Background: an optimization exercise with open tools, aiming at small area. Do not read the settings as production practice. At most, simulation tests tie the RTL to the original design; equivalence was not proved. No functional check of the RTL was part of runs 3 to 5. Power figures rest on the tool's default switching activity, not on a simulated workload.

**design/flow/run.sh**
```bash
#!/bin/bash
# synth_recipe.tcl (not shown) runs the flow's synth.tcl, then flattens the netlist and writes it again
# the make line also repeats each setting of config.mk as NAME=value (left out here)
make -C /OpenROAD-flow-scripts/flow DESIGN_CONFIG=/design/flow/config.mk WORK_HOME=/design/flow/orfs CLKGATE_MAP_FILE= SYNTH_SCRIPT=/design/flow/synth_recipe.tcl finish
```
**design/flow/config.mk**
```make
export PLATFORM = sky130hd
export DESIGN_NAME = quadChannelCounter
export DESIGN_NICKNAME = quadChannelCounter
export VERILOG_FILES = /design/flow/design.v
export SDC_FILE = /design/flow/constraint.sdc
export NUM_CORES = 4
export LEC_CHECK = 0
export CAP_MARGIN = 20
export CORE_MARGIN = 2
export CORE_UTILIZATION = 40
export PLACE_DENSITY = 0.6
export SLEW_MARGIN = 20
```
**design/flow/constraint.sdc**
```tcl
create_clock -name core_clock -period 10.0 [get_ports {clock50Mhz}]
set_input_delay 2.0000 -clock core_clock [delete_from_list [all_inputs] [get_ports {clock50Mhz}]]
set_output_delay 2.0000 -clock core_clock [all_outputs]
set_load 0.01 [all_outputs]
```
**design/flow/design.v**
```verilog
module quadChannelCounter(
	input clock50Mhz,
	input init,
	input key_restart,
	output READ,
	output nCS,
	output nRESET,
	output nLDAC,
	output [1:0]dac_chn_out,
	output [11:0]dac_data_out,
	input  wire [7:0]host_addr,
	input  wire      host_addr_write,
	input  wire [7:0]host_wdata,
	input  wire      host_write,
	input  wire [31:0]host_wdata32,
	input  wire      host_write32,
	input  wire      host_start_step,
	output wire [7:0]host_rdata,
	output wire      stop_step,
	output wire [31:0]time_count,
	output wire [31:0]ch0_count,
	output wire [31:0]ch1_count,
	output wire [31:0]ch2_count,
	output wire [31:0]ch3_count,
	input [3:0]count
);
wire clk = clock50Mhz;
localparam [3:0] C_D0 = 4'd0, C_INIT0 = 4'd1,
                 C_R0 = 4'd2, C_R1 = 4'd3,
                 C_SW0 = 4'd4, C_SW1 = 4'd5,
                 C_S320 = 4'd6, C_S321 = 4'd7,
                 C_AD0 = 4'd8, C_AD1 = 4'd9;
reg [3:0] c_state;
reg [15:0] c_cnt;
reg reset_out;      
reg sw_out;         
reg sw_out32;       
reg [7:0] addr;
reg [7:0] wdata;
reg [15:0] wdata32;
wire c_cnt_nz = |c_cnt;
always @(posedge clk) begin
	case (c_state)
		C_D0: begin
			reset_out <= 1'b0;
			sw_out <= 1'b0;
			sw_out32 <= 1'b0;
			if (host_addr_write)
				c_state <= C_AD0;
			else if (host_write32)
				c_state <= C_S320;
			else if (host_write)
				c_state <= C_SW0;
			else if (!key_restart || (addr == 8'h01 && wdata == 8'h02))
				c_state <= C_R0;
		end
		C_INIT0: begin
			addr <= 8'h00;
			c_state <= C_D0;
		end
		C_R0: begin
			c_cnt <= 16'd50000;
			c_state <= C_R1;
		end
		C_SW0, C_S320, C_AD0: begin
			c_cnt <= 16'd20;
			c_state <= c_state + 4'd1;
		end
		C_R1, C_SW1, C_S321, C_AD1: begin
			if (c_cnt_nz) begin
				c_cnt <= c_cnt - 16'd1;
				case (c_state)
					C_R1: begin addr <= 8'h00; reset_out <= 1'b1; end
					C_SW1: begin sw_out <= 1'b1; wdata <= host_wdata; end
					C_S321: begin sw_out32 <= 1'b1; wdata32 <= host_wdata32[15:0]; end
					default: addr <= host_addr;
				endcase
			end else
				c_state <= C_D0;
		end
		default: c_state <= C_D0;
	endcase
	if (init) begin
		c_state <= C_INIT0;
		reset_out <= 1'b0;
		sw_out <= 1'b0;
		sw_out32 <= 1'b0;
		addr <= 8'h00;
		wdata <= 8'h00;
	end
end
reg [7:0] d_ram0;           
reg [7:0] d_ram1;           
reg [7:0] d_ram2;           
reg [63:0] d_ramx;          
reg [1:0] ch;
reg [7:0] d_dout;
wire d_reset = reset_out | d_ram0[0];
reg [1:0] ch_dec;
always @* begin
	case (d_ram2[7:4])
		4'b0100: ch_dec = 2'b01;
		4'b0010: ch_dec = 2'b10;
		4'b0001: ch_dec = 2'b11;
		default: ch_dec = 2'b00;
	endcase
end
wire a_47 = addr == 8'h47;
wire w32 = sw_out32 & a_47;
integer i;
always @(posedge clk) begin
	if (sw_out) begin
		for (i = 0; i < 8; i = i + 1)
			if (addr == 8'h02 + i)
				d_ramx[i*8 +: 8] <= wdata;
		if (addr == 8'h23) d_ram0 <= wdata;
		if (addr == 8'h24) d_ram1 <= wdata;
		if (addr == 8'h25) d_ram2 <= wdata;
	end
	if (w32) begin
		d_ram1 <= wdata32[7:0];
		d_ram2 <= wdata32[15:8];
	end
	if ((sw_out && addr == 8'h25) || w32)
		ch <= ch_dec;
	case (addr)
		8'h02: d_dout <= d_ramx[7:0];
		8'h03: d_dout <= d_ramx[15:8];
		8'h04: d_dout <= d_ramx[23:16];
		8'h05: d_dout <= d_ramx[31:24];
		8'h06: d_dout <= d_ramx[39:32];
		8'h07: d_dout <= d_ramx[47:40];
		8'h08: d_dout <= d_ramx[55:48];
		8'h09: d_dout <= d_ramx[63:56];
		8'h23: d_dout <= d_ram0;
		8'h24, 8'h47: d_dout <= d_ram1;
		8'h25, 8'h48: d_dout <= d_ram2;
		default: ;
	endcase
	if (d_reset) begin
		d_ram0 <= 8'h00;
		d_ram1 <= 8'h00;
		d_ram2 <= 8'h88;
	end
	if (init) begin
		d_ram0 <= 8'h00;
		d_ram1 <= 8'h00;
		d_ram2 <= 8'h88;
		d_ramx <= 64'd0;
		ch <= 2'b00;
		d_dout <= 8'h00;
	end
end
assign dac_chn_out = ch;
assign dac_data_out = {d_ram2[3:0], d_ram1};
localparam [3:0] S_INIT = 4'd0, S_IDLE = 4'd1, S_RESET0 = 4'd2, S_RESET1 = 4'd3,
                 S_FIN0 = 4'd4, S_FIN1 = 4'd5, S_WRITE0 = 4'd6, S_WRITE1 = 4'd7,
                 S_WRITE2 = 4'd8, S_WRITE3 = 4'd9, S_DLY0 = 4'd10, S_DLY1 = 4'd11;
reg [3:0] s_state;
reg [3:0] s_cnt;
reg s_read;           
reg s_ncs;
reg s_nreset;
reg start_counter;
wire s_cnt_nz = |s_cnt;
always @(posedge clk) begin
	if (d_reset) s_state <= S_RESET0;
	case (s_state)
		S_INIT: begin
			s_read <= 1'b1;
			s_ncs <= 1'b1;
			s_nreset <= 1'b1;
			s_state <= S_IDLE;
		end
		S_IDLE: begin
			if (host_start_step) s_state <= S_FIN0;
			else if (sw_out) s_state <= S_DLY0;
			else s_state <= S_IDLE;
		end
		S_FIN0: begin
			s_cnt <= 4'd5;
			start_counter <= 1'b1;
			s_state <= S_FIN1;
		end
		S_FIN1: begin
			if (d_reset) start_counter <= 1'b0;
			if (s_cnt_nz) s_cnt <= s_cnt - 4'd1;
			else begin
				start_counter <= 1'b0;
				s_state <= S_IDLE;
			end
		end
		S_RESET0: begin
			s_nreset <= 1'b0;
			s_cnt <= 4'd3;
			s_state <= S_RESET1;
		end
		S_RESET1: begin
			if (s_cnt_nz) s_cnt <= s_cnt - 4'd1;
			else s_state <= S_INIT;
		end
		S_DLY0: begin
			s_cnt <= 4'd10;
			s_state <= S_DLY1;
		end
		S_DLY1: begin
			if (s_cnt_nz) s_cnt <= s_cnt - 4'd1;
			else s_state <= S_WRITE0;
		end
		S_WRITE0: begin
			s_read <= 1'b0;
			s_cnt <= 4'd3;
			s_state <= S_WRITE1;
		end
		S_WRITE1: begin
			if (s_cnt_nz) s_cnt <= s_cnt - 4'd1;
			else begin
				s_cnt <= 4'd3;
				s_ncs <= 1'b0;
				s_state <= S_WRITE2;
			end
		end
		S_WRITE2: begin
			if (s_cnt_nz) s_cnt <= s_cnt - 4'd1;
			else begin
				s_cnt <= 4'd4;
				s_ncs <= 1'b1;
				s_state <= S_WRITE3;
			end
		end
		S_WRITE3: begin
			if (s_cnt_nz) s_cnt <= s_cnt - 4'd1;
			else begin
				s_read <= 1'b1;
				s_state <= host_start_step ? S_FIN0 : S_IDLE;
			end
		end
		default: s_state <= S_IDLE;
	endcase
	if (init) begin
		s_state <= S_INIT;
		s_read <= 1'b1;
		s_ncs <= 1'b1;
		s_nreset <= 1'b1;
		start_counter <= 1'b0;
	end
end
assign READ = s_read;
assign nLDAC = s_read;
assign nCS = s_ncs;
assign nRESET = s_nreset;
localparam [2:0] K_INIT = 3'd0, K_IDLE = 3'd1, K_WRITE = 3'd2, K_COUNT = 3'd3,
                 K_DELAY = 3'd4, K_END = 3'd5;
reg [2:0] k_state;
reg [7:0] k_ram0;             
reg [7:0] k_ram1;             
reg [159:0] k_res;            
reg [13:0] sec;
reg [7:0] secTime;
reg stop;
reg k_reset;
reg [7:0] k_dout;
reg [3:0] sig_s1, sig_s2;
wire [3:0] rise = sig_s1 & ~sig_s2;
reg [31:0] cnt0, cnt1, cnt2, cnt3, cnt_time;
always @(posedge clk) begin
	sig_s1 <= count;
	sig_s2 <= sig_s1;
	if (init) begin
		sig_s1 <= 4'b0000;
		sig_s2 <= 4'b0000;
	end
end
wire k_clr = k_reset | init;
always @(posedge clk) begin
	if (k_clr) cnt0 <= 32'd0;
	else if (rise[0] & k_ram0[7]) cnt0 <= cnt0 + 32'd1;
	if (k_clr) cnt1 <= 32'd0;
	else if (rise[1] & k_ram0[6]) cnt1 <= cnt1 + 32'd1;
	if (k_clr) cnt2 <= 32'd0;
	else if (rise[2] & k_ram0[5]) cnt2 <= cnt2 + 32'd1;
	if (k_clr) cnt3 <= 32'd0;
	else if (rise[3] & k_ram0[4]) cnt3 <= cnt3 + 32'd1;
	if (k_clr) cnt_time <= 32'd0;
	else if (rise[0]) cnt_time <= cnt_time + 32'd1;
end
wire k_R = reset_out | k_ram0[0];
wire sec_8 = sec[3] & ~sec[0];
wire sec_9 = sec[3] & sec[0];
wire sec_100 = sec[6] & sec[5] & sec[2];
wire sec_9999 = sec[13] & sec[10] & sec[9] & sec[8] & sec[3] & sec[2] & sec[1] & sec[0];
wire k_inrange = (addr >= 8'h26) && (addr <= 8'h3b);
always @(posedge clk) begin
	case (k_state)
		K_INIT: begin
			k_ram0 <= 8'h00;
			k_ram1 <= 8'h00;
			k_res <= 160'd0;
			sec <= 14'd0;
			secTime <= 8'd0;
			stop <= 1'b0;
			k_state <= K_IDLE;
		end
		K_IDLE: begin
			if (sw_out) k_state <= K_WRITE;
			else if (start_counter) k_state <= K_DELAY;
			else if (k_R) k_state <= K_INIT;
			case (addr)
				8'h26: k_dout <= k_ram0;
				8'h27: k_dout <= k_ram1;
				8'h28: k_dout <= k_res[7:0];
				8'h29: k_dout <= k_res[15:8];
				8'h2a: k_dout <= k_res[23:16];
				8'h2b: k_dout <= k_res[31:24];
				8'h2c: k_dout <= k_res[39:32];
				8'h2d: k_dout <= k_res[47:40];
				8'h2e: k_dout <= k_res[55:48];
				8'h2f: k_dout <= k_res[63:56];
				8'h30: k_dout <= k_res[71:64];
				8'h31: k_dout <= k_res[79:72];
				8'h32: k_dout <= k_res[87:80];
				8'h33: k_dout <= k_res[95:88];
				8'h34: k_dout <= k_res[103:96];
				8'h35: k_dout <= k_res[111:104];
				8'h36: k_dout <= k_res[119:112];
				8'h37: k_dout <= k_res[127:120];
				8'h38: k_dout <= k_res[135:128];
				8'h39: k_dout <= k_res[143:136];
				8'h3a: k_dout <= k_res[151:144];
				8'h3b: k_dout <= k_res[159:152];
				default: ;
			endcase
		end
		K_WRITE: begin
			if (addr == 8'h26) k_ram0 <= wdata;
			if (addr == 8'h27) k_ram1 <= wdata;
			for (i = 0; i < 20; i = i + 1)
				if (addr == 8'h28 + i)
					k_res[i*8 +: 8] <= wdata;
			k_state <= K_IDLE;
		end
		K_DELAY: begin
			if (sec_8) k_reset <= 1'b1;
			if (sec_9) begin
				k_reset <= 1'b0;
				sec <= 14'd0;
				secTime <= k_ram1;
				k_state <= K_COUNT;
			end else begin
				sec <= sec + 14'd1;
				if (k_R) k_state <= K_INIT;
			end
		end
		K_COUNT: begin
			if (|secTime) begin
				if (sec_9999) begin
					secTime <= secTime - 8'd1;
					sec <= 14'd0;
				end else
					sec <= sec + 14'd1;
				if (k_R) k_state <= K_INIT;
			end else begin
				stop <= 1'b1;
				k_res <= {cnt3, cnt2, cnt1, cnt_time, cnt0};
				k_state <= K_END;
			end
		end
		K_END: begin
			if (sec_100) begin
				stop <= 1'b0;
				sec <= 14'd0;
				k_state <= K_IDLE;
			end else begin
				sec <= sec + 14'd1;
				if (k_R) k_state <= K_INIT;
			end
		end
		default: ;
	endcase
	if (init) begin
		k_state <= K_INIT;
		k_ram0 <= 8'h00;
		k_ram1 <= 8'h00;
		k_res <= 160'd0;
		sec <= 14'd0;
		secTime <= 8'd0;
		stop <= 1'b0;
		k_reset <= 1'b0;
		k_dout <= 8'h00;
	end
end
assign stop_step = stop;
assign ch0_count = k_res[31:0];
assign time_count = k_res[63:32];
assign ch1_count = k_res[95:64];
assign ch2_count = k_res[127:96];
assign ch3_count = k_res[159:128];
reg [7:0] rdata;
always @* begin
	case (addr)
		8'h00: rdata = 8'h10;
		8'h02, 8'h03, 8'h04, 8'h05, 8'h06, 8'h07, 8'h08, 8'h09,
		8'h23, 8'h24, 8'h25, 8'h47, 8'h48: rdata = d_dout;
		default: rdata = k_inrange ? k_dout : 8'h00;
	endcase
end
assign host_rdata = rdata;
endmodule
```
==> results of run 1 <==
## cell type report
cell class / count / area, µm²
multi-input combinational: 2205 / 13400
antenna: 1 / 2.50
inverter: 35 / 131
clock inverter: 24 / 243
fill: 6092 / 33700
tap: 855 / 1070
sequential: 544 / 11300
clock buffer: 88 / 1820
timing repair buffer: 256 / 2500
## state kept, by name, summed over array words and instances (netlist names), 8 cells and up
register / count
cnt3: 32
cnt0: 32
cnt_time: 32
d_ramx: 64
d_ram0: 8
k_ram0: 8
k_ram1: 8
addr: 8
c_cnt: 16
cnt1: 32
wdata32: 16
k_res: 160
d_dout: 8
d_ram2: 8
d_ram1: 8
sec: 14
k_dout: 8
wdata: 8
secTime: 8
cnt2: 32
## layout by cell type (no fill, tap or decap), types with 65 or more instances in the layout
cell / netlist / routed
xor2_1: 97 / 97
nand2_1: 200 / 200
nor2_1: 502 / 501
a21oi_1: 279 / 278
clkdlybuf4s50_1: 0 / 228
o21ai_0: 80 / 80
nand3_1: 144 / 144
a211oi_1: 182 / 182
xnor2_1: 65 / 65
mux2i_1: 83 / 83
dfxtp_1: 508 / 505
## worst max-delay path by stage
stage / startpoint / end / cells past startpoint
4_1_cts: addr[0] / host_rdata[4] / 8
6_report: addr[0] / host_rdata[4] / 8
3_5_place_dp: addr[0] / host_rdata[4] / 8
3_3_place_gp: addr[0] / host_rdata[4] / 8
5_1_grt: addr[0] / host_rdata[4] / 8
2_1_floorplan: addr[5] / host_rdata[0] / 8
## cells by family (layout without fill, tap and decap cells)
logic type      count (synthesis)  count (layout)
simple gates                 1145            1145
compound gates                784             784
flops                         544             544
buf+inv                       258             403
xor+xnor                      162             162
mux                           100             100
fa+ha+maj                      14              14
other cells                     0               1
## per-layer routing
layer | vias up | global-route usage | wire length, µm
li1 | 11012 | - | -
met1 | 11517 | 0.365 | 39800
met2 | 1010 | 0.429 | 42000
met3 | 205 | 0.0529 | 7990
met4 | 4 | 0.105 | 3740
met5 | - | 0 | 24
## worst register-to-register path, delay by kind of cell, from the launching register on
family	cells	cell delay [ns]
flops	1	0.54
simple gates	1	0.32
compound gates	4	1.51
buf+inv	2	1.22
## power groups by stage
stage | registers [mW] | logic (mW) | clock network (mW)
floorplan | 2.51 | 0.540 | 0
detailed placement | 2.59 | 0.858 | 0
finish | 2.55 | 0.868 | 2.30
CTS | 2.55 | 0.862 | 2.33
global placement | 2.59 | 0.843 | 0
global route | 2.56 | 0.939 | 2.43
## per-stage QoR
step	cells	power, mW	utilization	setup WS, ns
CTS	4007	5.74	0.474	3.64
floorplan	3007	3.05	-	6.02
detailed placement	3895	3.45	0.442	4.29
finish	4008	5.72	0.474	3.61
global route	4007	5.93	0.474	3.40
global placement	3895	3.44	0.442	4.33
==> run summary, run 1 <==
critical path type=flop to primary output; IO Port Bufs=around 230; top cells by count, synth=dfxtp_1 (508), nor2_1 (502), a21oi_1 (279); die area=about 66000 µm²; most common cell in the netlist=dfxtp_1; Post-Synth Simple-Gate Area=0.211; R2R cell count=7; Synth Area in Compound Gates=0.204; worst hold stages=2; Core ar.=around 64000 µm²; drt via density=5.93; Worst Hold End=d_ramx[41]; share of cells above drive strength 1=0.0707; combinational share of power=0.152; Placer Congestion=between 0.9 and 1; DRT Pass-1 Iters=7; status=no timing/DRC/antenna violations; via count=23.7k; Worst setup EP type=primary output; WHS=~0.45 ns; Worst Tran Pin Value=roughly 1.1 ns; Seq pwr share=0.446; Slew headroom=0.257; Leakage Power=a little over 10 nW; crit-path max FO=48; Synth cell types=95; Finished Cell Area=about 30000 µm²; total CTS buffers=60; crit-path cells=buf_4 -> nand3b_1 -> o32a_1 -> nor4_4 -> or4b_1 -> a22oi_1 -> o21ai_1 -> clkdlybuf4s50_1; Setup Skew=0.0376 ns; Final nets=roughly 3.2k; power per cell area=188 nW/µm²; Clock transition at path regs=approximately 0.06 ns; number of global-route vias before repair=around 22k; Buf/Inv on CP=2; setup repair bufs after CTS=0; Adder-Cell Fraction of Synth Area=0.00680; Post-synth ARST share=0; Final Critical Period=6.39 ns; GRT overflow=0; row count=93; gr usage total=0.271; # IOs=approximately 250; max cap viols=0; synth warn=1; width of the die=258 µm; RSZ-0062 raised after global routing=false; Seq/Total Area, Yosys=0.437; worst hold path class=flop to flop; maximum vdd drop=~0.14 mV; reg2reg end=k_dout[2]; slowest stage cell, crit path=buf_4; initial antenna violation count=3; post-route antenna net violation count=0; xor-xnor portion of the synthesized cell area=0.0551; dominant cell type by area after synthesis=dfxtp_1; post-route setup TNS=0 ns; initial DRC count=~2.3k; Clk Latency, worst-skew pair=around 0.65 ns; FF+latch count, synth=544; Mapped Nets=3080; final hold vios=0; drc violations=0; Yosys top cell area share=0.395; synthesized area=about 26000 µm²; global-route wire length before repair=roughly 140000 µm; Post-synth EDFFs=36; Longest Clk Path Bufs=3; TritonCTS clock tree=done; NetSw=1.67 mW; wire length per cell=between 20 and 25 µm; H-tree depth=2; Hold Crit Start=d_ramx[41]; r2r setup slk=around 6.3 ns; FF-to-FF Start=addr[0]; post-DP HPWL=about 64000 µm; Crit path largest cell delay=about 0.63 ns; CTS root buf=clkbuf_16; hold buffers post-CTS=0; Int Pwr=about 4.1 mW; fin. max-slew vios=0; die height=about 260 µm; Top FF cell, synth=dfxtp_1; post-cts gate resize count=0; largest family of logic cells by synthesized area=simple AND/OR/NAND/NOR gates; post-synthesis mux area share=0.0405; Gate Count Post-Synth=3007; clock network fraction of total power=0.402; Arrival @ worst endpoint=4.39 ns; Initial Utilization=0.402; final WL=between 90000 and 100000 µm; synth-to-layout area growth=17.9%; placed inst area=about 28000 µm²; largest net degree at the start of global routing=97; switch share=0.292; clk sinks=about 540; Critical Path Source Type=flop; fin crit share=0.639; ranking of synthesized cells by area=dfxtp_1 (39%), nor2_1 (7.3%), a21oi_1 (5.4%), a211oi_1 (5.3%), edfxtp_1 (4.2%); CP top delay family=simple AND/OR/NAND/NOR gates; syn avg cell area=about 8.6 µm²; Finish-stage setup viols=0; Critical Path RT=8.00 ns; fmax=156 MHz
==> inputs of run 2 (changes only) <==
--- a/design/flow/config.mk
+++ b/design/flow/config.mk
@@ -9,4 +9,5 @@
 export CORE_MARGIN = 2
 export CORE_UTILIZATION = 40
+export CTS_BUF_LIST = sky130_fd_sc_hd__clkbuf_4
 export PLACE_DENSITY = 0.6
 export SLEW_MARGIN = 20
==> run 2 against run 1 <==
Against the previous run:
- still clean
- power down 2.9%
- worst setup slack worse by 0.41 ns
- clock skew up 0.033 ns
- register-to-register slack worse by 0.12 ns
- via count up 2.9%
- synthesized cell count unchanged
- hold slack better by 0.0011 ns
- utilization down 0.10 points
- synthesized area unchanged
- maximum frequency down 6.0%
- sequential power about the same
- clock power down 7%
- critical endpoint unchanged
==> run summary, run 2 <==
Worst setup EP type=primary output; Mapped Nets=roughly 3.1k; post-cts gate resize count=0; maximum vdd drop=around 0.09 mV; Gate Count Post-Synth=3007; final hold vios=0; NetSw=~1.7 mW; worst hold stages=2; synth-to-layout area growth=17.7%; Int Pwr=slightly below 4 mW; Top FF cell, synth=dfxtp_1; crit-path cells=buf_4 -> nand3b_1 -> o32a_1 -> nor4_4 -> or4b_1 -> a22oi_1 -> o21ai_1 -> clkdlybuf4s50_1; Arrival @ worst endpoint=roughly 4.8 ns; gr usage total=0.277; Largest register FFs=160; row count=between 90 and 100; clk sinks=about 540; RSZ-0062 raised after global routing=false; Crit path largest cell delay=approximately 0.65 ns; Hold Crit Start=d_ramx[41]; setup repair bufs after CTS=0; fin crit share=0.680; post-route antenna net violation count=0; commonest non-fill, non-tap cell in the layout=dfxtp_1; global-route wire length before repair=about 140000 µm; most frequent cells in the layout=dfxtp_1 (505), nor2_1 (501), a21oi_1 (278); FF+latch count, synth=approximately 540; critical path launch point=addr[0]; syn avg cell area=around 8.6 µm²; fmax=147 MHz; Core ar.=64100 µm²; Setup Skew=a little over 0.07 ns; GRT overflow=0; power per cell area=183 nW/µm²; Longest Clk Path Bufs=3; TritonCTS clock tree=done; initial antenna violation count=4; H-tree depth=4; post-DP HPWL=about 64000 µm; worst hold path class=flop to flop; Initial Utilization=0.402; Post-synth ARST share=0; hold buffers post-CTS=0; CTS root buf=clkbuf_4; Leakage Power=between 10 and 15 nW; CP top delay family=buffers and inverters; Biggest register=k_res; drc violations=0; crit-path max FO=between 40 and 50; reg2reg end=k_dout[2]; Post-synth EDFFs=36; Worst Tran Pin Value=1.09 ns; die area=approximately 66000 µm²; WP depth=8; synthesized area=about 26000 µm²; fin util=0.473; die height=approximately 260 µm; Seq/Total Area, Yosys=0.437; Placer Congestion=around 0.94; wire length per cell=22.7 µm; R2R cell count=7; Final Critical Period=roughly 6.8 ns; clock network fraction of total power=0.384; combinational share of power=0.156; slowest stage cell, crit path=buf_4; r2r setup slk=between 6 and 7 ns; Clock transition at path regs=0.06 ns; Seq pwr share=0.460; Finish-stage setup viols=0; largest net degree at the start of global routing=97; drt via density=between 5 and 6; Final nets=roughly 3.3k; Largest regs=k_res x160, d_ramx x64; FF-to-FF Start=addr[0]; top cells by count, synth=dfxtp_1 (508), nor2_1 (502), a21oi_1 (279); IO Port Bufs=between 200 and 250; ranking of synthesized cells by area=dfxtp_1 (39%), nor2_1 (7.3%), a21oi_1 (5.4%), a211oi_1 (5.3%), edfxtp_1 (4.2%); Synth cell types=95; switch share=0.307; DRT Pass-1 Iters=6; initial DRC count=~2.3k; fin. max-slew vios=0; Buf/Inv on CP=2; via count=~24k; Slew headroom=0.255; # IOs=246; total CTS buffers=152; Critical Path RT=8.00 ns; status=no timing/DRC/antenna violations; synth warn=1; Worst Hold End=d_ramx[41]; Critical Path Source Type=flop; WHS=around 0.45 ns; Yosys top cell area share=0.395; max cap viols=0; share of cells above drive strength 1=0.110; most common cell in the netlist=dfxtp_1; width of the die=258 µm; post-route setup TNS=0 ns; number of global-route vias before repair=~23k; critical path type=flop to primary output; dominant cell type by area after synthesis=dfxtp_1; final WL=94500 µm; Clk Latency, worst-skew pair=slightly above 1 ns
==> run 2: cell types whose count changed in the layout (fill, tap and decap cells not counted), sizes merged <==
cell	previous run	this run
clkinv	14	27
clkbuf	88	227
bufinv	4	5
diode	1	3
inv	38	37
==> run 2: area by class of cell <==
cell class                 count  area (µm²)
timing repair buffer         256        2500
inverter                      35         131
clock buffer                 227        1700
tap                          855        1070
multi-input combinational   2205       13400
fill                        6168       33800
antenna                        3        7.51
sequential                   544       11300
clock inverter                37         290
==> run 2: kinds of logic after synthesis <==
logic type | share of synthesized area
simple gates | 0.211
fa+ha+maj | 0.00680
compound gates | 0.204
flops | 0.437
xor+xnor | 0.0551
buf+inv | 0.0461
mux | 0.0405
==> run 2: worst reg2reg max path: stages, from the launching register on <==
cell	delay, ns
dfxtp_2	0.54
buf_4	0.65
inv_1	0.57
and3_1	0.32
o31ai_1	0.28
o221ai_1	0.24
a2111oi_0	0.90
o21ai_0	0.18
==> run 2: how the worst max path moves through the flow <==
| stage | endpoint | slack [ns] |
|---|---|---|
| after floorplan | host_rdata[0] | 6.02 |
| after global placement | host_rdata[4] | 4.33 |
| after detailed placement | host_rdata[4] | 4.29 |
| after CTS | host_rdata[4] | 3.14 |
| after global routing | host_rdata[4] | 2.94 |
| final | host_rdata[4] | 3.20 |
==> run 2: power groups by stage <==
stage | sequential [mW] | clock [mW] | combinational [mW]
2_1_floorplan | 2.51 | 0 | 0.540
3_3_place_gp | 2.59 | 0 | 0.843
3_5_place_dp | 2.59 | 0 | 0.858
4_1_cts | 2.55 | 2.18 | 0.861
5_1_grt | 2.56 | 2.29 | 0.939
6_report | 2.55 | 2.14 | 0.866
==> run 2: routing by layer <==
metal	routed length, µm	GRT usage
met5	13	0
met4	3520	0.116
met3	8130	0.0726
met2	42700	0.428
met1	40200	0.365
==> run 2: stage by stage <==
step / power, mW / setup slack [ns] / instance area [µm²] / std cells
floorplan: 3.05 / 6.02 / 25800 / 3007
CTS: 5.59 / 3.14 / 30300 / 4159
global placement: 3.44 / 4.33 / 28300 / 3895
global route: 5.79 / 2.94 / 30300 / 4161
finish: 5.56 / 3.20 / 30300 / 4162
detailed placement: 3.45 / 4.29 / 28300 / 3895
==> inputs of run 3 (changes only) <==
--- a/design/flow/design.v
+++ b/design/flow/design.v
@@ -273,15 +273,21 @@
 end
 wire k_clr = k_reset | init;
+function automatic [31:0] count32(input [31:0] q, input en, input clr);
+	integer b;
+	reg t;
+	begin
+		t = en;
+		for (b = 0; b < 32; b = b + 1) begin
+			count32[b] = ~clr & (q[b] ^ t);
+			t = t & q[b];
+		end
+	end
+endfunction
 always @(posedge clk) begin
-	if (k_clr) cnt0 <= 32'd0;
-	else if (rise[0] & k_ram0[7]) cnt0 <= cnt0 + 32'd1;
-	if (k_clr) cnt1 <= 32'd0;
-	else if (rise[1] & k_ram0[6]) cnt1 <= cnt1 + 32'd1;
-	if (k_clr) cnt2 <= 32'd0;
-	else if (rise[2] & k_ram0[5]) cnt2 <= cnt2 + 32'd1;
-	if (k_clr) cnt3 <= 32'd0;
-	else if (rise[3] & k_ram0[4]) cnt3 <= cnt3 + 32'd1;
-	if (k_clr) cnt_time <= 32'd0;
-	else if (rise[0]) cnt_time <= cnt_time + 32'd1;
+	cnt0 <= count32(cnt0, rise[0] & k_ram0[7], k_clr);
+	cnt1 <= count32(cnt1, rise[1] & k_ram0[6], k_clr);
+	cnt2 <= count32(cnt2, rise[2] & k_ram0[5], k_clr);
+	cnt3 <= count32(cnt3, rise[3] & k_ram0[4], k_clr);
+	cnt_time <= count32(cnt_time, rise[0], k_clr);
 end
 wire k_R = reset_out | k_ram0[0];
==> design/flow/flow/run.sh (new file) <==
#!/bin/bash
# Standard ORFS layout with two changes: port buffers use the smallest buffer
# cell, and clock-tree synthesis uses clkbuf_8 clusters without dummy loads.
set -euo pipefail
cd "$(dirname "$0")/.."
CTS="-sink_clustering_enable -repair_clock_nets -dont_use_dummy_load"
CTS="$CTS -buf_list sky130_fd_sc_hd__clkbuf_8"
CTS="$CTS -sink_clustering_size 24 -sink_clustering_max_diameter 50"
bash standard.sh \
	"BUFFER_PORTS_ARGS=-buffer_cell sky130_fd_sc_hd__buf_1" \
	"CTS_ARGS=$CTS" \
	finish > standard_make.log 2>&1
==> design/flow/standard.sh (new file) <==
#!/bin/bash
# synth_recipe.tcl (not shown) runs the flow's synth.tcl, then flattens the netlist and writes it again
# the make line also repeats each setting of config.mk as NAME=value (left out here)
make -C /OpenROAD-flow-scripts/flow DESIGN_CONFIG=/design/flow/config.mk WORK_HOME=/design/flow/orfs CLKGATE_MAP_FILE= SYNTH_SCRIPT=/design/flow/synth_recipe.tcl "${@:-finish}"
--- a/design/flow/config.mk
+++ b/design/flow/config.mk
@@ -8,6 +8,5 @@
 export CAP_MARGIN = 20
 export CORE_MARGIN = 2
-export CORE_UTILIZATION = 40
-export CTS_BUF_LIST = sky130_fd_sc_hd__clkbuf_4
-export PLACE_DENSITY = 0.6
+export CORE_UTILIZATION = 50
+export PLACE_DENSITY = 0.65
 export SLEW_MARGIN = 20
removed: design/flow/run.sh
==> run 3 against run 2 <==
Against the previous run:
- register-to-register slack lost 2.8 ns
- via count is 12% lower
- count of clock-buffer cells in the layout shrank 172
- largest power group unchanged
- non-clock buffer count is 14 higher
- routed wire length decreased by 13%
- still clean on timing, DRC and antenna
- final cell count is 16% lower
- sequential power fell by 2%
- first-iteration DRC count rose by 0.65%
- largest cell class unchanged
- worst setup slack better by 0.14 ns
==> run summary, run 3 <==
status=no timing/DRC/antenna violations; fin. max-slew vios=0; fin crit share=0.666; R2R cell count=35; IO Port Bufs=roughly 230; initial DRC count=around 2.3k; top cells by count, synth=dfxtp_1 (508), nor2_1 (339), a21oi_1 (259); H-tree depth=2; maximum vdd drop=around 0.12 mV; Placer Congestion=about 0.94; final WL=between 80000 and 90000 µm; largest net degree at the start of global routing=about 140; Placement Setup Slack=3.37 ns; FF+latch count, synth=544; Synth cell types=between 80 and 90; Biggest register=k_res; Final nets=3062; dominant cell type by area after synthesis=dfxtp_1; max cap viols=0; width of the die=roughly 230 µm; most frequent cells in the layout=dfxtp_1 (506), nor2_1 (338), a21oi_1 (259); CTS root buf=clkbuf_8; Gate Count Post-Synth=approximately 2.7k; post-cts gate resize count=0; reg2reg end=cnt0[31]; global-route wire length before repair=between 100000 and 150000 µm; critical path launch point=sig_s1[0]; post-route setup TNS=0 ns; Longest Clk Path Bufs=3; Largest register FFs=between 150 and 200; Final Critical Period=6.66 ns; post-route antenna net violation count=0; setup repair bufs after CTS=0; # IOs=roughly 250; Crit path largest cell delay=about 0.31 ns; Slew headroom=0.210; commonest non-fill, non-tap cell in the layout=dfxtp_1; Arrival @ worst endpoint=approximately 7.2 ns; number of global-route vias before repair=20.2k; PnR worst setup slack=3.34 ns; Leakage Power=10.5 nW; fill count=between 4k and 5k; Clock transition at path regs=about 0.080 ns; antenna cells=0; ranking of synthesized cells by area=dfxtp_1 (41%), ha_1 (8.2%), a211oi_1 (5.5%), a21oi_1 (5.2%), nor2_1 (5.1%); initial antenna violation count=4; most used cell, CP=ha_1; row count=82; area occupied by multi-input gates=between 10000 and 15000 µm²; most common cell in the netlist=dfxtp_1; synthesized area=~25000 µm²; Worst Tran Pin Value=1.15 ns; die area=~52000 µm²; slowest stage cell, crit path=dfxtp_1; Top FF cell, synth=dfxtp_1; Placed Cells=around 3.5k; fmax=between 150 and 200 MHz; hold buffers post-CTS=0; GRT overflow=0; Initial Utilization=0.503; Critical Path RT=10.58 ns; drt via density=roughly 6.2; Worst setup EP type=flop; WP depth=35; Finish-stage setup viols=0; wire length per cell=between 20 and 25 µm; Core ar.=about 50000 µm²; power per cell area=roughly 170 nW/µm²; drc violations=0; via count=about 22k; clk sinks=around 540; Setup Skew=around 0.10 ns; Buf/Inv on CP=0; final non-filler cell total=around 3.5k; CP top delay family=adder cells; RSZ-0062 raised after global routing=false; critical path type=flop to flop; worst hold path class=flop to flop; share of cells above drive strength 1=0.0617; Post-synth EDFFs=36; Mapped Nets=between 2k and 3k; Post-synth ARST share=0; TritonCTS clock tree=done; r2r setup slk=about 3.3 ns; register area=roughly 11000 µm²; die height=228 µm; Clk Latency, worst-skew pair=~0.73 ns; gr usage total=0.305; total CTS buffers=between 50 and 60; FF-to-FF Start=sig_s1[0]; post-DP HPWL=~55000 µm; Largest regs=k_res x160, d_ramx x64; syn avg cell area=around 9 µm²; synth-to-layout area growth=7.64%; synth warn=1; Seq/Total Area, Yosys=0.449; Critical Path Sink=cnt0[31]; crit-path max FO=2; DRT Pass-1 Iters=7; Yosys top cell area share=0.406; Critical Path Source Type=flop; final hold vios=0
run 3: power breakdown:
part	leakage, nW	switching [mW]	internal [mW]
logic	5.66	0.548	0.247
clock network	0.395	0.748	0.487
registers	4.44	0.162	2.34
total	10.5	1.46	3.07
run 3: worst min path at each step:
stage | to | start | cells past startpoint
after floorplan | k_dout[0] | k_dout[0] | 2
after global placement | d_ramx[15] | d_ramx[15] | 2
after detailed placement | d_ramx[46] | d_ramx[46] | 2
after CTS | d_ramx[46] | d_ramx[46] | 2
after global routing | d_ramx[13] | d_ramx[13] | 2
final | d_ramx[46] | d_ramx[46] | 2
run 3: logic make-up after synthesis:
kind of cell | share of synthesized area
fa+ha+maj | 0.0820
mux | 0.0410
xor+xnor | 0.0115
simple gates | 0.181
compound gates | 0.195
buf+inv | 0.0399
flops | 0.449
run 3: cell type report:
class,instances,area share
clock buffers,55,0.0281
inverters,21,0.00293
multi-input cells,1947,0.477
flip-flops and latches,544,0.418
well taps,672,0.0312
repair buffers,270,0.0436
run 3: per-stage QoR:
stage	utilization	total power, mW	instance area [µm²]	hold WS, ns
2_1_floorplan	-	3.03	25000	0.426
3_3_place_gp	0.526	3.30	26200	0.440
3_5_place_dp	0.526	3.33	26200	0.447
4_1_cts	0.541	4.53	26900	0.458
5_1_grt	0.542	4.72	26900	0.478
6_report	0.542	4.53	26900	0.457
run 3: worst reg2reg max path: cells and delay by family, from the launching register on:
| kind | cells | cell delay, ns |
|---|---|---|
| fa+ha+maj | 31 | 5.70 |
| simple gates | 3 | 0.36 |
| flops | 1 | 0.31 |
| xor+xnor | 1 | 0.16 |
run 3: routing by layer:
| layer | routed length (µm) | vias to the layer above | global-route usage |
|---|---|---|---|
| met5 | 41 | - | 0.000919 |
| met4 | 4290 | 8 | 0.141 |
| met3 | 6980 | 234 | 0.0633 |
| met2 | 37000 | 925 | 0.483 |
| met1 | 33900 | 10445 | 0.400 |
| li1 | - | 10003 | - |
==> inputs of run 4 (changes only) <==
--- a/design/flow/design.v
+++ b/design/flow/design.v
@@ -40,4 +40,9 @@
 reg [15:0] wdata32;
 wire c_cnt_nz = |c_cnt;
+wire c_r1 = c_state == C_R1;
+wire c_sw1 = c_state == C_SW1;
+wire c_s321 = c_state == C_S321;
+wire c_ad1 = c_state == C_AD1;
+wire c_init0 = c_state == C_INIT0;
 always @(posedge clk) begin
 	case (c_state)
@@ -55,8 +60,5 @@
 				c_state <= C_R0;
 		end
-		C_INIT0: begin
-			addr <= 8'h00;
-			c_state <= C_D0;
-		end
+		C_INIT0: c_state <= C_D0;
 		C_R0: begin
 			c_cnt <= 16'd50000;
@@ -70,10 +72,7 @@
 			if (c_cnt_nz) begin
 				c_cnt <= c_cnt - 16'd1;
-				case (c_state)
-					C_R1: begin addr <= 8'h00; reset_out <= 1'b1; end
-					C_SW1: begin sw_out <= 1'b1; wdata <= host_wdata; end
-					C_S321: begin sw_out32 <= 1'b1; wdata32 <= host_wdata32[15:0]; end
-					default: addr <= host_addr;
-				endcase
+				if (c_r1) reset_out <= 1'b1;
+				if (c_sw1) sw_out <= 1'b1;
+				if (c_s321) sw_out32 <= 1'b1;
 			end else
 				c_state <= C_D0;
@@ -86,8 +85,14 @@
 		sw_out <= 1'b0;
 		sw_out32 <= 1'b0;
-		addr <= 8'h00;
-		wdata <= 8'h00;
 	end
 end
+always @(posedge clk) begin
+	if (init | c_init0 | ((c_r1 | c_ad1) & c_cnt_nz))
+		addr <= host_addr & {8{c_ad1 & ~init}};
+	if (init | (c_sw1 & c_cnt_nz))
+		wdata <= host_wdata & {8{~init}};
+	if (c_s321 & c_cnt_nz)
+		wdata32 <= host_wdata32[15:0];
+end
 reg [7:0] d_ram0;           
 reg [7:0] d_ram1;           
@@ -108,47 +113,25 @@
 wire a_47 = addr == 8'h47;
 wire w32 = sw_out32 & a_47;
+wire d_clr = d_reset | init;
+wire [7:0] d_wd = wdata & {8{~d_clr}};
+wire d_range = (addr >= 8'h02 && addr <= 8'h09) || (addr >= 8'h23 && addr <= 8'h25) ||
+               addr == 8'h47 || addr == 8'h48;
+wire k_range = (addr >= 8'h26) && (addr <= 8'h3b);
+reg [7:0] rd;
 integer i;
 always @(posedge clk) begin
-	if (sw_out) begin
-		for (i = 0; i < 8; i = i + 1)
-			if (addr == 8'h02 + i)
-				d_ramx[i*8 +: 8] <= wdata;
-		if (addr == 8'h23) d_ram0 <= wdata;
-		if (addr == 8'h24) d_ram1 <= wdata;
-		if (addr == 8'h25) d_ram2 <= wdata;
-	end
-	if (w32) begin
-		d_ram1 <= wdata32[7:0];
-		d_ram2 <= wdata32[15:8];
-	end
-	if ((sw_out && addr == 8'h25) || w32)
-		ch <= ch_dec;
-	case (addr)
-		8'h02: d_dout <= d_ramx[7:0];
-		8'h03: d_dout <= d_ramx[15:8];
-		8'h04: d_dout <= d_ramx[23:16];
-		8'h05: d_dout <= d_ramx[31:24];
-		8'h06: d_dout <= d_ramx[39:32];
-		8'h07: d_dout <= d_ramx[47:40];
-		8'h08: d_dout <= d_ramx[55:48];
-		8'h09: d_dout <= d_ramx[63:56];
-		8'h23: d_dout <= d_ram0;
-		8'h24, 8'h47: d_dout <= d_ram1;
-		8'h25, 8'h48: d_dout <= d_ram2;
-		default: ;
-	endcase
-	if (d_reset) begin
-		d_ram0 <= 8'h00;
-		d_ram1 <= 8'h00;
-		d_ram2 <= 8'h88;
-	end
-	if (init) begin
-		d_ram0 <= 8'h00;
-		d_ram1 <= 8'h00;
-		d_ram2 <= 8'h88;
-		d_ramx <= 64'd0;
-		ch <= 2'b00;
-		d_dout <= 8'h00;
-	end
+	for (i = 0; i < 8; i = i + 1)
+		if (init | (sw_out & (addr == 8'h02 + i)))
+			d_ramx[i*8 +: 8] <= wdata & {8{~init}};
+	if (d_clr | (sw_out & (addr == 8'h23)))
+		d_ram0 <= d_wd;
+	if (d_clr | (sw_out & (addr == 8'h24)) | w32)
+		d_ram1 <= d_clr ? 8'h00 : w32 ? wdata32[7:0] : wdata;
+	if (d_clr | (sw_out & (addr == 8'h25)) | w32)
+		d_ram2 <= d_clr ? 8'h88 : w32 ? wdata32[15:8] : wdata;
+	if (init | (sw_out & (addr == 8'h25)) | w32)
+		ch <= ch_dec & {2{~init}};
+	if (init | d_range)
+		d_dout <= rd & {8{~init}};
 end
 assign dac_chn_out = ch;
@@ -296,11 +279,24 @@
 wire sec_100 = sec[6] & sec[5] & sec[2];
 wire sec_9999 = sec[13] & sec[10] & sec[9] & sec[8] & sec[3] & sec[2] & sec[1] & sec[0];
-wire k_inrange = (addr >= 8'h26) && (addr <= 8'h3b);
+wire k_init = k_state == K_INIT;
+wire k_rclr = init | k_init;
+wire k_wr = k_state == K_WRITE;
+wire k_copy = (k_state == K_COUNT) & ~(|secTime) & ~init;
+wire [7:0] k_wd = wdata & {8{~k_rclr}};
+wire [159:0] k_cnt = {cnt3, cnt2, cnt1, cnt_time, cnt0};
+always @(posedge clk) begin
+	if (k_rclr | (k_wr & (addr == 8'h26)))
+		k_ram0 <= k_wd;
+	if (k_rclr | (k_wr & (addr == 8'h27)))
+		k_ram1 <= k_wd;
+	for (i = 0; i < 20; i = i + 1)
+		if (k_rclr | k_copy | (k_wr & (addr == 8'h28 + i)))
+			k_res[i*8 +: 8] <= k_copy ? k_cnt[i*8 +: 8] : k_wd;
+	if (init | ((k_state == K_IDLE) & k_range))
+		k_dout <= rd & {8{~init}};
+end
 always @(posedge clk) begin
 	case (k_state)
 		K_INIT: begin
-			k_ram0 <= 8'h00;
-			k_ram1 <= 8'h00;
-			k_res <= 160'd0;
 			sec <= 14'd0;
 			secTime <= 8'd0;
@@ -312,38 +308,6 @@
 			else if (start_counter) k_state <= K_DELAY;
 			else if (k_R) k_state <= K_INIT;
-			case (addr)
-				8'h26: k_dout <= k_ram0;
-				8'h27: k_dout <= k_ram1;
-				8'h28: k_dout <= k_res[7:0];
-				8'h29: k_dout <= k_res[15:8];
-				8'h2a: k_dout <= k_res[23:16];
-				8'h2b: k_dout <= k_res[31:24];
-				8'h2c: k_dout <= k_res[39:32];
-				8'h2d: k_dout <= k_res[47:40];
-				8'h2e: k_dout <= k_res[55:48];
-				8'h2f: k_dout <= k_res[63:56];
-				8'h30: k_dout <= k_res[71:64];
-				8'h31: k_dout <= k_res[79:72];
-				8'h32: k_dout <= k_res[87:80];
-				8'h33: k_dout <= k_res[95:88];
-				8'h34: k_dout <= k_res[103:96];
-				8'h35: k_dout <= k_res[111:104];
-				8'h36: k_dout <= k_res[119:112];
-				8'h37: k_dout <= k_res[127:120];
-				8'h38: k_dout <= k_res[135:128];
-				8'h39: k_dout <= k_res[143:136];
-				8'h3a: k_dout <= k_res[151:144];
-				8'h3b: k_dout <= k_res[159:152];
-				default: ;
-			endcase
-		end
-		K_WRITE: begin
-			if (addr == 8'h26) k_ram0 <= wdata;
-			if (addr == 8'h27) k_ram1 <= wdata;
-			for (i = 0; i < 20; i = i + 1)
-				if (addr == 8'h28 + i)
-					k_res[i*8 +: 8] <= wdata;
-			k_state <= K_IDLE;
 		end
+		K_WRITE: k_state <= K_IDLE;
 		K_DELAY: begin
 			if (sec_8) k_reset <= 1'b1;
@@ -368,5 +332,4 @@
 			end else begin
 				stop <= 1'b1;
-				k_res <= {cnt3, cnt2, cnt1, cnt_time, cnt0};
 				k_state <= K_END;
 			end
@@ -386,12 +349,6 @@
 	if (init) begin
 		k_state <= K_INIT;
-		k_ram0 <= 8'h00;
-		k_ram1 <= 8'h00;
-		k_res <= 160'd0;
-		sec <= 14'd0;
-		secTime <= 8'd0;
 		stop <= 1'b0;
 		k_reset <= 1'b0;
-		k_dout <= 8'h00;
 	end
 end
@@ -402,13 +359,29 @@
 assign ch2_count = k_res[127:96];
 assign ch3_count = k_res[159:128];
-reg [7:0] rdata;
 always @* begin
 	case (addr)
-		8'h00: rdata = 8'h10;
-		8'h02, 8'h03, 8'h04, 8'h05, 8'h06, 8'h07, 8'h08, 8'h09,
-		8'h23, 8'h24, 8'h25, 8'h47, 8'h48: rdata = d_dout;
-		default: rdata = k_inrange ? k_dout : 8'h00;
+		8'h02: rd = d_ramx[7:0];
+		8'h03: rd = d_ramx[15:8];
+		8'h04: rd = d_ramx[23:16];
+		8'h05: rd = d_ramx[31:24];
+		8'h06: rd = d_ramx[39:32];
+		8'h07: rd = d_ramx[47:40];
+		8'h08: rd = d_ramx[55:48];
+		8'h09: rd = d_ramx[63:56];
+		8'h23: rd = d_ram0;
+		8'h24, 8'h47: rd = d_ram1;
+		8'h25, 8'h48: rd = d_ram2;
+		8'h26: rd = k_ram0;
+		8'h27: rd = k_ram1;
+		default: rd = k_res[(addr[4:0] - 5'd8)*8 +: 8];
 	endcase
 end
+reg [7:0] rdata;
+always @* begin
+	if (addr == 8'h00) rdata = 8'h10;
+	else if (d_range) rdata = d_dout;
+	else if (k_range) rdata = k_dout;
+	else rdata = 8'h00;
+end
 assign host_rdata = rdata;
 endmodule
==> design/flow/flow/run.sh (replaced) <==
#!/bin/bash
# Standard ORFS layout with two changes: port buffers use the smallest buffer
# cell, and clock-tree synthesis uses clkbuf_4 clusters without dummy loads.
set -euo pipefail
cd "$(dirname "$0")/.."
CTS="-sink_clustering_enable -repair_clock_nets -dont_use_dummy_load"
CTS="$CTS -buf_list sky130_fd_sc_hd__clkbuf_4"
CTS="$CTS -sink_clustering_size 10 -sink_clustering_max_diameter 30"
bash standard.sh \
	"BUFFER_PORTS_ARGS=-buffer_cell sky130_fd_sc_hd__buf_1" \
	"CTS_ARGS=$CTS" \
	finish > standard_make.log 2>&1
==> run 4 against run 3 <==
Against the previous run:
- clock skew up 0.024 ns
- count of clock-buffer cells in the layout rose by 57
- critical endpoint is now cnt2[31]
- still clean
- die area fell by 2.2%
- routed wire length down 18%
- worst setup slack worse by 0.076 ns
- clock power about the same
- combinational power grew 100%
- synthesized area decreased by 2.3%
- critical path depth did not move
- highest routed layer is now met4
- maximum frequency fell by 1.1%
- hold slack better by 0.0094 ns
==> run summary, run 4 <==
status=no timing/DRC/antenna violations; power per cell area=221 nW/µm²; max cap viols=0; met2 WL=roughly 32000 µm; syn avg cell area=around 13 µm²; Worst Hold End=k_res[132]; fin crit share=0.674; wire length per cell=24.0 µm; FF-to-FF Start=k_ram0[5]; H-tree depth=3; gr usage total=0.267; post-cts gate resize count=0; NetSw=around 2.1 mW; Final Critical Period=6.74 ns; IO Port Bufs=roughly 230; most common cell in the netlist=edfxtp_1; DRT Pass-1 Iters=5; Longest Clk Path Bufs=3; Post-synth ARST share=0; most frequent cells in the layout=edfxtp_1 (356), buf_1 (228), dfxtp_1 (188); Crit path largest cell delay=0.40 ns; commonest non-fill, non-tap cell in the layout=edfxtp_1; fill count=between 4k and 5k; Finish-stage setup viols=0; Largest register FFs=160; synthesized area=24500 µm²; Hold Crit Start=cnt3[4]; Core ar.=between 40000 and 50000 µm²; synth-to-layout area growth=9.58%; hold buffers post-CTS=0; maximum vdd drop=0.150 mV; post-DP HPWL=~47000 µm; RSZ-0062 raised after global routing=false; top sig layer=met4; Synth cell types=76; ranking of synthesized cells by area=edfxtp_1 (44%), dfxtp_1 (15%), ha_1 (8.4%), a21o_1 (5.2%), and2_1 (4.2%); dominant cell type by area after synthesis=edfxtp_1; Critical Path Source Type=flop; Arrival @ worst endpoint=between 7 and 8 ns; Clk Latency, worst-skew pair=approximately 0.93 ns; Largest regs=k_res x160, d_ramx x64; share of cells above drive strength 1=0.104; most used cell, CP=ha_1; initial DRC count=between 1.5k and 2k; post-route setup TNS=0 ns; drt via density=approximately 6.0; Final nets=about 2.4k; Top FF cell, synth=edfxtp_1; post-route antenna net violation count=0; Post-synth EDFFs=approximately 360; total CTS buffers=112; total power=around 5.9 mW; final non-filler cell total=approximately 2.8k; Seq pwr share=0.513; Slew headroom=0.257; largest net degree at the start of global routing=136; FF+latch count, synth=~540; synth warn=1; WHS=between 0.4 and 0.5 ns; clock network fraction of total power=0.212; clk sinks=544; CTS root buf=clkbuf_4; Worst Tran Pin Value=~1.1 ns; Yosys top cell area share=0.437; Leakage Power=~12 nW; final hold vios=0; die area=50700 µm²; Placer Congestion=between 0.9 and 1; switch share=0.351; Initial Utilization=0.503; combinational share of power=0.274; Placed Cells=between 2k and 3k; worst hold path class=flop to flop; slowest stage cell, crit path=edfxtp_1; reg2reg end=cnt2[31]; Setup Skew=~0.13 ns; via count=about 17k; width of the die=225 µm; fmax=148 MHz; critical path type=flop to flop; die height=225 µm; row count=81; GRT overflow=0; Clock transition at path regs=around 0.09 ns; # IOs=~250; met1 WL=28100 µm; Int Pwr=3.84 mW; Critical Path RT=between 10 and 15 ns; R2R cell count=35; crit-path max FO=2; worst hold stages=1; setup repair bufs after CTS=0; Seq/Total Area, Yosys=0.591; drc violations=0; Biggest register=k_res; Worst setup EP type=flop; wire length on met3=roughly 5800 µm; initial antenna violation count=1; fin. max-slew vios=0; global-route wire length before repair=about 100000 µm; Gate Count Post-Synth=1928; TritonCTS clock tree=done; r2r setup slk=between 3 and 4 ns; final WL=~68000 µm; top cells by count, synth=edfxtp_1 (356), dfxtp_1 (188), a21o_1 (168); number of global-route vias before repair=around 16k; Mapped Nets=between 2k and 2.5k
-- run 4: changes by cell type after synthesis, moves of 58 or more --
cell	previous run	this run
a21oi_1	259	67
mux2i_1	80	22
a211oi_1	182	10
nor2_1	339	108
edfxtp_1	36	356
nand2_1	148	87
dfxtp_1	508	188
clkbuf_1	147	65
a21o_1	7	168
-- run 4: how the worst max path moves through the flow --
stage          startpoint        to  slack (ns)
2_1_floorplan   sig_s1[0]  cnt0[30]        3.82
3_3_place_gp    k_ram0[5]  cnt2[31]        3.43
3_5_place_dp    k_ram0[5]  cnt2[31]        3.31
4_1_cts         k_ram0[5]  cnt2[31]        3.23
5_1_grt         k_ram0[5]  cnt2[31]        2.96
6_report        k_ram0[5]  cnt2[31]        3.26
-- run 4: routing by layer --
layer	vias to the layer above	global-route usage
li1	7666	-
met1	8322	0.362
met2	749	0.426
met3	120	0.0627
met4	0	0.0857
met5	-	0
-- run 4: cells by family after synthesis --
kind of cell	synth area share
AOI/OAI and AO/OA	0.126
xor gates and xnor gates	0.0140
adders and majority gates	0.0844
buffers and inverters	0.0265
DFF	0.591
muxes	0.0431
and+or+nand+nor	0.116
-- run 4: final cells by class --
| class | instances | area (µm²) | share of cell area |
|---|---|---|---|
| Timing Repair Buffer | 271 | 1180 | 0.0440 |
| Tap cell | 622 | 778 | 0.0290 |
| Clock buffer | 112 | 841 | 0.0314 |
| Sequential cell | 544 | 14500 | 0.539 |
| Inverter | 30 | 113 | 0.00420 |
| Antenna cell | 6 | 15.0 | 0.000560 |
| Multi-Input combinational cell | 1232 | 9430 | 0.352 |
-- run 4: power by group through the flow --
stage	clock network, mW	logic (mW)	registers, mW
3_5_place_dp	0	1.59	3.08
3_3_place_gp	0	1.57	3.07
5_1_grt	1.39	1.72	3.06
6_report	1.26	1.62	3.04
2_1_floorplan	0	0.965	3.03
4_1_cts	1.29	1.60	3.03
-- run 4: through the flow --
step / util / setup slack (ns) / cell area [µm²]
3_3_place_gp: 0.533 / 3.43 / 25900
2_1_floorplan: - / 3.82 / 24500
4_1_cts: 0.550 / 3.23 / 26800
3_5_place_dp: 0.533 / 3.31 / 25900
6_report: 0.551 / 3.26 / 26800
5_1_grt: 0.551 / 2.96 / 26800
-- run 4: worst max-delay path, delay by kind of cell (launching register included) --
| family | cells | cell delay [ns] |
|---|---|---|
| adder cells (fa/ha/maj) | 31 | 5.77 |
| flip-flops | 1 | 0.40 |
| XOR/XNOR | 1 | 0.16 |
| AND/OR/NAND/NOR | 3 | 0.23 |
==> inputs of run 5 (changes only) <==
--- a/design/flow/flow/run.sh
+++ b/design/flow/flow/run.sh
@@ -6,5 +6,5 @@
 CTS="-sink_clustering_enable -repair_clock_nets -dont_use_dummy_load"
 CTS="$CTS -buf_list sky130_fd_sc_hd__clkbuf_4"
-CTS="$CTS -sink_clustering_size 10 -sink_clustering_max_diameter 30"
+CTS="$CTS -sink_clustering_size 12 -sink_clustering_max_diameter 35"
 bash standard.sh \
 	"BUFFER_PORTS_ARGS=-buffer_cell sky130_fd_sc_hd__buf_1" \
==> run 5 against run 4 <==
Against the previous run:
- still clean on timing, DRC and antenna
- sequential share of layout area grew 0.22 points
- die area is the same
- count of clock-buffer cells in the layout fell by 14
- design area is 0.40% lower
- highest routed layer unchanged
==> run summary, run 5 <==
share of cells above drive strength 1=0.0984; max cap viols=0; Leakage Power=approximately 12 nW; TritonCTS clock tree=done; DRT Pass-1 Iters=5; drc violations=0; post-cts gate resize count=0; fmax=~150 MHz; switch share=0.353; slowest stage cell, crit path=edfxtp_1; die height=approximately 230 µm; fin. max-slew vios=0; RSZ-0062 raised after global routing=false; gr usage total=0.267; # IOs=246; Seq/Total Area, Yosys=0.591; CP top delay family=adder cells; Worst Tran Pin Value=between 1 and 1.5 ns; fill count=roughly 4.2k; final hold vios=0; Mapped Nets=around 2.2k; H-tree depth=3; hold buffers post-CTS=0; commonest non-fill, non-tap cell in the layout=edfxtp_1; most used cell, CP=ha_1; Biggest register=k_res; clock network fraction of total power=0.203; die area=approximately 50000 µm²; fin util=0.549; Largest regs=k_res x160, d_ramx x64; Final Critical Period=~6.7 ns; fin crit share=0.672; post-route setup TNS=0 ns; worst hold path class=flop to flop; Buf/Inv on CP=0; via count=16.9k; Core ar.=roughly 49000 µm²; status=no timing/DRC/antenna violations; Slew headroom=0.258; global-route wire length before repair=about 100000 µm; maximum vdd drop=approximately 0.14 mV; Longest Clk Path Bufs=3; setup repair bufs after CTS=0; wire length per cell=24.2 µm; Gate Count Post-Synth=1928; drt via density=about 6; number of global-route vias before repair=about 16k; critical path type=flop to flop; initial DRC count=roughly 1.7k; Finish-stage setup viols=0; IO Port Bufs=~230; crit-path max FO=2; synth warn=1; PnR worst setup slack=3.28 ns; Initial Utilization=0.503; post-route antenna net violation count=0; most frequent cells in the layout=edfxtp_1 (356), buf_1 (228), dfxtp_1 (188); Seq pwr share=0.520; FF+latch count, synth=between 500 and 600; Yosys top cell area share=0.437; Top FF cell, synth=edfxtp_1; Placer Congestion=around 0.93; synthesized area=24500 µm²; Placement Setup Slack=about 3.3 ns; width of the die=roughly 230 µm; ranking of synthesized cells by area=edfxtp_1 (44%), dfxtp_1 (15%), ha_1 (8.4%), a21o_1 (5.2%), and2_1 (4.2%); post-DP HPWL=between 40000 and 50000 µm; Post-synth EDFFs=roughly 360; Clock transition at path regs=0.11 ns; Critical Path Source Type=flop; Setup Skew=roughly 0.13 ns; power per cell area=219 nW/µm²; clk sinks=around 540; Largest register FFs=160; dominant cell type by area after synthesis=edfxtp_1; Synth cell types=76; Crit path largest cell delay=0.39 ns; syn avg cell area=roughly 13 µm²; top cells by count, synth=edfxtp_1 (356), dfxtp_1 (188), a21o_1 (168); Arrival @ worst endpoint=7.44 ns; NetSw=between 2 and 2.5 mW; final WL=67700 µm; combinational share of power=0.277; total CTS buffers=a little under 100; synth-to-layout area growth=9.14%; Critical Path RT=10.72 ns; Post-synth ARST share=0; most common cell in the netlist=edfxtp_1; GRT overflow=0; CTS root buf=clkbuf_4; Int Pwr=between 3 and 4 mW; Clk Latency, worst-skew pair=0.89 ns; Worst setup EP type=flop; Final nets=approximately 2.4k; largest net degree at the start of global routing=between 100 and 150; row count=a little over 80; initial antenna violation count=3
run 5: metrics by stage:
stage	hold slack (ns)	total power [mW]	instances	instance area, µm²
after floorplan	0.430	4.00	1928	24500
after CTS	0.479	5.85	2797	26700
after detailed placement	0.450	4.67	2699	25900
final	0.478	5.85	2802	26700
after global routing	0.504	6.09	2802	26700
after global placement	0.447	4.64	2699	25900
run 5: kinds of logic after synthesis:
logic type	share of synthesized area
AND/OR/NAND/NOR	0.116
flip-flops	0.591
buffers and inverters	0.0265
XOR/XNOR	0.0140
adder cells (fa/ha/maj)	0.0844
multiplexers	0.0431
AO/OA/AOI/OAI	0.126
run 5: layer usage:
metal / share of wire / track usage
met1: 0.42 / 0.364
met4: 0.033 / 0.0938
met3: 0.084 / 0.0591
met5: 0 / 0
met2: 0.47 / 0.423
run 5: cell type report:
cell class / count / area [µm²] / area share
Timing Repair Buffer: 271 / 1180 / 0.0442
Multi-Input combinational cell: 1232 / 9430 / 0.353
Sequential cell: 544 / 14500 / 0.541
Inverter: 30 / 113 / 0.00422
Clock buffer: 98 / 736 / 0.0275
Antenna cell: 5 / 12.5 / 0.000469
Tap cell: 622 / 778 / 0.0291
run 5: worst paths after layout:
check	slack [ns]	to	depth (start not counted)	start
min	0.48	sig_s2[1]	1	sig_s1[1]
max reg2reg	3.28	cnt2[31]	35	k_ram0[5]
min reg2reg	0.48	sig_s2[1]	1	sig_s1[1]
max	3.28	cnt2[31]	35	k_ram0[5]
run 5: power groups by stage:
stage / combinational (mW) / sequential (mW) / clock, mW
after global routing: 1.72 / 3.06 / 1.30
after floorplan: 0.965 / 3.03 / 0
after global placement: 1.57 / 3.07 / 0
after detailed placement: 1.59 / 3.08 / 0
final: 1.62 / 3.04 / 1.19
after CTS: 1.60 / 3.03 / 1.22

re-timing with driven ports:
How much do the figures lean on ideal ports? The routed layouts below were timed once more, with nothing changed but the port constraints.
Step 1 assumes that a clkbuf_16 drives the clock port and a buf_2 every other input.
Step 2 also shifts input and output timing later by t, the mid clock arrival at the registers, as if the neighbouring blocks saw the same clock.
a / b / c = ideal ports / drivers / drivers and shift; a / b = the first two.
| run | shift t [ns] | setup WS [ns] | clock arrival spread, ns | slew at the worst register clock pin (ns) |
|---|---|---|---|---|
| run 1 | 0.696 | 3.610 / 3.541 / 4.237 | 0.040 / 0.040 | 0.07 / 0.07 |
| run 2 | 1.051 | 3.200 / 3.138 / 4.190 | 0.071 / 0.071 | 0.07 / 0.07 |
| run 3 | 0.733 | 3.336 / 3.336 / 3.336 | 0.101 / 0.101 | 0.12 / 0.12 |
| run 4 | 0.924 | 3.260 / 3.260 / 3.260 | 0.125 / 0.125 | 0.10 / 0.10 |
| run 5 | 0.877 | 3.281 / 3.281 / 3.281 | 0.135 / 0.135 | 0.12 / 0.12 |
After both steps every run listed still meets setup and hold.
